Source: an optimization exercise on an open RTL-to-GDS flow (aim: small area and a short achievable clock period). Production flows keep margins and buffers that such runs may drop. Function was checked by simulation only, so behaviour that the tests miss may differ from the original.

==> inputs of 09-13 <==
==> flow/design.v <==
module div_non_restore_pip #(parameter N = 16) (
	input          clk,
	input  [N-1:0] dividend,
	input  [N-1:0] divisor,
	output [N-1:0] quotient
);
	localparam H = N / 2;
	reg [N-1:0] R0, D0;
	reg [N:0]   R  [1:N-1];
	reg         QB [1:N-1];
	reg [N-1:0] D  [1:N-1];
	reg [N-1:0] Q  [1:N-1];
	reg [N-1:0] QO, QF;
	always @(posedge clk) begin
		R0 <= dividend;
		D0 <= divisor;
	end
	wire [N:0] r1 = {R0, 1'b0} - {1'b0, D0};
	always @(posedge clk) begin
		R[1]  <= r1;
		QB[1] <= ~r1[N];
		D[1]  <= D0;
		Q[1]  <= {N{1'b0}};
	end
	genvar s, j;
	generate
		for (s = 2; s <= N; s = s + 1) begin : stage
			wire        neg = R[s-1][N];
			wire        pos = QB[s-1];
			wire [N:0]  b;
			for (j = 0; j <= N; j = j + 1) begin : op
				wire dj = (j < N) ? D[s-1][j] : 1'b0;
				if (j < H) begin : lo
					assign b[j] = dj ^ pos;
				end else begin : hi
					assign b[j] = ~(dj ^ neg);
				end
			end
			wire [N:0] rn = {R[s-1][N-1:0], 1'b0} + b + {{N{1'b0}}, pos};
			if (s < N) begin : mid
				always @(posedge clk) begin
					R[s]  <= rn;
					QB[s] <= ~rn[N];
					D[s]  <= D[s-1];
					Q[s]  <= {Q[s-1][N-2:0], pos};
				end
			end else begin : last
				always @(posedge clk) begin
					QO <= {Q[N-1][N-3:0], pos, ~rn[N]};
					QF <= QO;
				end
			end
		end
	endgenerate
	assign quotient = QF;
endmodule
==> flow/flow/run.sh <==
#!/bin/bash
# Own flow: the standard layout, with the synthesis's final ABC mapping
# run from flow/abc.script (delay-oriented) instead of ORFS's abc_speed.script,
# and the port buffers made with buf_2 cells.
# flow/make_args, if present, holds extra make variable settings.
set -euo pipefail
W=$(pwd)
export MY_ABC_SCRIPT=$W/flow/abc.script
export MY_ABC_D=${MY_ABC_D:-1000}
export BUFFER_PORTS_ARGS="-buffer_cell sky130_fd_sc_hd__buf_2"
EXTRA=()
if [[ -f flow/make_args ]]; then read -r -a EXTRA < flow/make_args; fi
cat flow/abc_override.tcl synth_recipe.tcl > my_synth.tcl
sed "s#SYNTH_SCRIPT=[^ ]*#SYNTH_SCRIPT=$W/my_synth.tcl#" standard.sh > my_standard.sh
bash my_standard.sh "${EXTRA[@]}" finish > flow.log 2>&1
==> flow/flow/abc.script <==
&get -n
&st
&dch
&nf -p
&put
buffer -p
upsize {D}
dnsize {D}
==> flow/flow/abc_override.tcl <==
# Use our own ABC script and delay target for the final technology mapping
# (the generic abc inside yosys synth is unchanged).
proc abc {args} {
  set here [file dirname [file normalize [info script]]]
  set i [lsearch $args -script]
  if {$i >= 0} { lset args [expr {$i+1}] $::env(MY_ABC_SCRIPT) }
  set i [lsearch $args -D]
  if {$i >= 0} { lset args [expr {$i+1}] $::env(MY_ABC_D) } else { lappend args -D $::env(MY_ABC_D) }
  puts "abc (own script): $args"
  yosys abc {*}$args
}
==> flow/flow/make_args <==
ADDER_MAP_FILE=
==> flow/standard.sh <==
#!/bin/bash
# synth_recipe.tcl (not shown) runs the flow's synth.tcl, then flattens the netlist and writes it again
# the make line also repeats each setting of config.mk as NAME=value (left out here)
make -C /OpenROAD-flow-scripts/flow DESIGN_CONFIG=/design/flow/config.mk WORK_HOME=/design/flow/orfs CLKGATE_MAP_FILE= SYNTH_SCRIPT=/design/flow/synth_recipe.tcl "${@:-finish}"
==> flow/config.mk <==
export PLATFORM = sky130hd
export DESIGN_NAME = div_non_restore_pip
export DESIGN_NICKNAME = div_non_restore_pip
export VERILOG_FILES = /design/flow/design.v
export SDC_FILE = /design/flow/constraint.sdc
export NUM_CORES = 4
export LEC_CHECK = 0
export CAP_MARGIN = 20
export CORE_MARGIN = 2
export CORE_UTILIZATION = 55
export CTS_BUF_LIST = sky130_fd_sc_hd__clkbuf_16
export CTS_CLUSTER_DIAMETER = 80
export CTS_CLUSTER_SIZE = 30
export GPL_ROUTABILITY_DRIVEN = 0
export PLACE_DENSITY = 0.75
export SETUP_SLACK_MARGIN = 2.3
export SLEW_MARGIN = 20
export TNS_END_PERCENT = 75
==> flow/constraint.sdc <==
create_clock -name core_clock -period 4.5 [get_ports {clk}]
set_input_delay 0.9000 -clock core_clock [delete_from_list [all_inputs] [get_ports {clk}]]
set_output_delay 0.9000 -clock core_clock [all_outputs]
set_load 0.01 [all_outputs]
==> inputs of 03-16, as changes to 09-13 <==
==> flow/flow/run.sh (replaced) <==
#!/bin/bash
# Own flow: the standard layout, with the synthesis's final ABC mapping
# run from flow/abc.script (delay-oriented) instead of ORFS's abc_speed.script.
# flow/make_args, if present, holds extra make variable settings.
set -euo pipefail
W=$(pwd)
export MY_ABC_SCRIPT=$W/flow/abc.script
export MY_ABC_D=${MY_ABC_D:-1000}
EXTRA=()
if [[ -f flow/make_args ]]; then read -r -a EXTRA < flow/make_args; fi
cat flow/abc_override.tcl synth_recipe.tcl > my_synth.tcl
sed "s#SYNTH_SCRIPT=[^ ]*#SYNTH_SCRIPT=$W/my_synth.tcl#" standard.sh > my_standard.sh
bash my_standard.sh "${EXTRA[@]}" finish > flow.log 2>&1
==> flow/config.mk (replaced) <==
export PLATFORM = sky130hd
export DESIGN_NAME = div_non_restore_pip
export DESIGN_NICKNAME = div_non_restore_pip
export VERILOG_FILES = /design/flow/design.v
export SDC_FILE = /design/flow/constraint.sdc
export NUM_CORES = 4
export LEC_CHECK = 0
export CAP_MARGIN = 20
export CORE_MARGIN = 2
export CORE_UTILIZATION = 55
export PLACE_DENSITY = 0.75
export SETUP_SLACK_MARGIN = 2.5
export SLEW_MARGIN = 20
==> inputs of 07-02, as changes to 09-13 <==
==> flow/design.v (replaced) <==
module div_non_restore_pip #(parameter N = 16) (
	input          clk,
	input  [N-1:0] dividend,
	input  [N-1:0] divisor,
	output [N-1:0] quotient
);
	reg [N-1:0] R [0:N-1];
	reg [N-1:0] D [0:N-1];
	reg [N-1:0] Q [1:N-1];
	reg [N-1:0] QO, QF;
	always @(posedge clk) begin
		R[0] <= dividend;
		D[0] <= divisor;
	end
	genvar s;
	generate
		for (s = 1; s < N; s = s + 1) begin : stage
			wire [N+1:0] diff = {1'b0, R[s-1], 1'b0} - {2'b00, D[s-1]};
			wire         q    = ~diff[N+1];
			always @(posedge clk) begin
				R[s] <= q ? diff[N-1:0] : {R[s-1][N-2:0], 1'b0};
				D[s] <= D[s-1];
				Q[s] <= (s == 1) ? {{(N-1){1'b0}}, q} : {Q[s-1][N-2:0], q};
			end
		end
	endgenerate
	wire [N+1:0] dlast = {1'b0, R[N-1], 1'b0} - {2'b00, D[N-1]};
	always @(posedge clk) begin
		QO <= {Q[N-1][N-2:0], ~dlast[N+1]};
		QF <= QO;
	end
	assign quotient = QF;
endmodule
==> flow/flow/run.sh (replaced) <==
#!/bin/bash
# Own flow: the standard layout, with the synthesis's final ABC mapping
# run from flow/abc.script (delay-oriented) instead of ORFS's abc_speed.script.
set -euo pipefail
W=$(pwd)
export MY_ABC_SCRIPT=$W/flow/abc.script
export MY_ABC_D=${MY_ABC_D:-1000}
cat flow/abc_override.tcl synth_recipe.tcl > my_synth.tcl
sed "s#SYNTH_SCRIPT=[^ ]*#SYNTH_SCRIPT=$W/my_synth.tcl#" standard.sh > my_standard.sh
bash my_standard.sh > flow.log 2>&1
==> flow/config.mk (replaced) <==
export PLATFORM = sky130hd
export DESIGN_NAME = div_non_restore_pip
export DESIGN_NICKNAME = div_non_restore_pip
export VERILOG_FILES = /design/flow/design.v
export SDC_FILE = /design/flow/constraint.sdc
export NUM_CORES = 4
export LEC_CHECK = 0
export CAP_MARGIN = 20
export CORE_MARGIN = 2
export CORE_UTILIZATION = 80
export PLACE_DENSITY = 0.9
export SETUP_SLACK_MARGIN = 2.6
export SLEW_MARGIN = 20
removed: flow/flow/make_args
==> out/qor.yml <==
syn_area_um2: 27100
timing.rr.start: "QB[9]$_DFF_P_"
worstSetupStartpoint: "QB[9]$_DFF_P_"
synth_top_family_by_area: "XOR/XNOR gates"
reg2reg_to: "R[10][15]$_DFF_P_"
dp.cells: 3361
synth_seq_cells: 678
reg2reg_depth: 7
cp_data_required_time_ns: 5.05
multi_input_area_share: 0.480
status: "timing/DRC/antenna clean"
finalHoldViolCount: 0
crit_arrival_ns: 2.72
cts_made_buffers: 69
fin_cells: 3685
[end of results for 03-16]
==> out/qor.yml <==
first-error: "[ERROR DPL-0038] Utilization greater than 100%, impossible to legalize"
cts_made_buffers: 61
stop_stage: "4_1_cts"
dp.cells: 3418
cts_buffer_depth: 3
status: "aborted with a tool error"
synth_top_family_by_area: "compound AO/OA/AOI/OAI gates"
ys_warn_count: 4
synth_area_per_cell_um2: 9.43
[end of results for 07-02]
==> out/qor.yml <==
grt_pass1_wl_mm: 86.3
timing.rr.start: "D[8][6]$_DFF_P_"
reg2reg_to: "R[9][11]$_DFF_P_"
synth_seq_cells: 678
reg2reg_depth: 7
path_buf_inv: 0
worstSetupStartpoint: "D[8][6]$_DFF_P_"
status: "timing/DRC/antenna clean"
worst_slew_pin_slew_ns: 0.548
io_pins: 49
syn_area_um2: 27100
crit_arrival_ns: 2.66
[end of results for 09-13]

## static timing again, ports no longer ideal
No port has a modelled driver above. Below, the same layouts with a new extraction and two added sets of constraints. Step 1 assumes that a clkbuf_16 drives the clock port and a buf_2 every other input. Step 2 adds t to the input delays and takes it off the output delays; t is the mean of the earliest and latest rising clock arrival at the registers after step 1. Input paths then give back, and output paths get back, about the clock's delay inside the block. a / b / c = ideal ports / drivers / drivers and shift; a / b = the first two.
run | shift t [ns] | slack for setup (ns) | worst setup path at the end
09-13 | 0.661 | 2.320 / 2.320 / 2.320 | register to register
03-16 | 0.674 | 2.329 / 2.329 / 2.329 | register to register
After both steps every run listed still meets setup and hold.
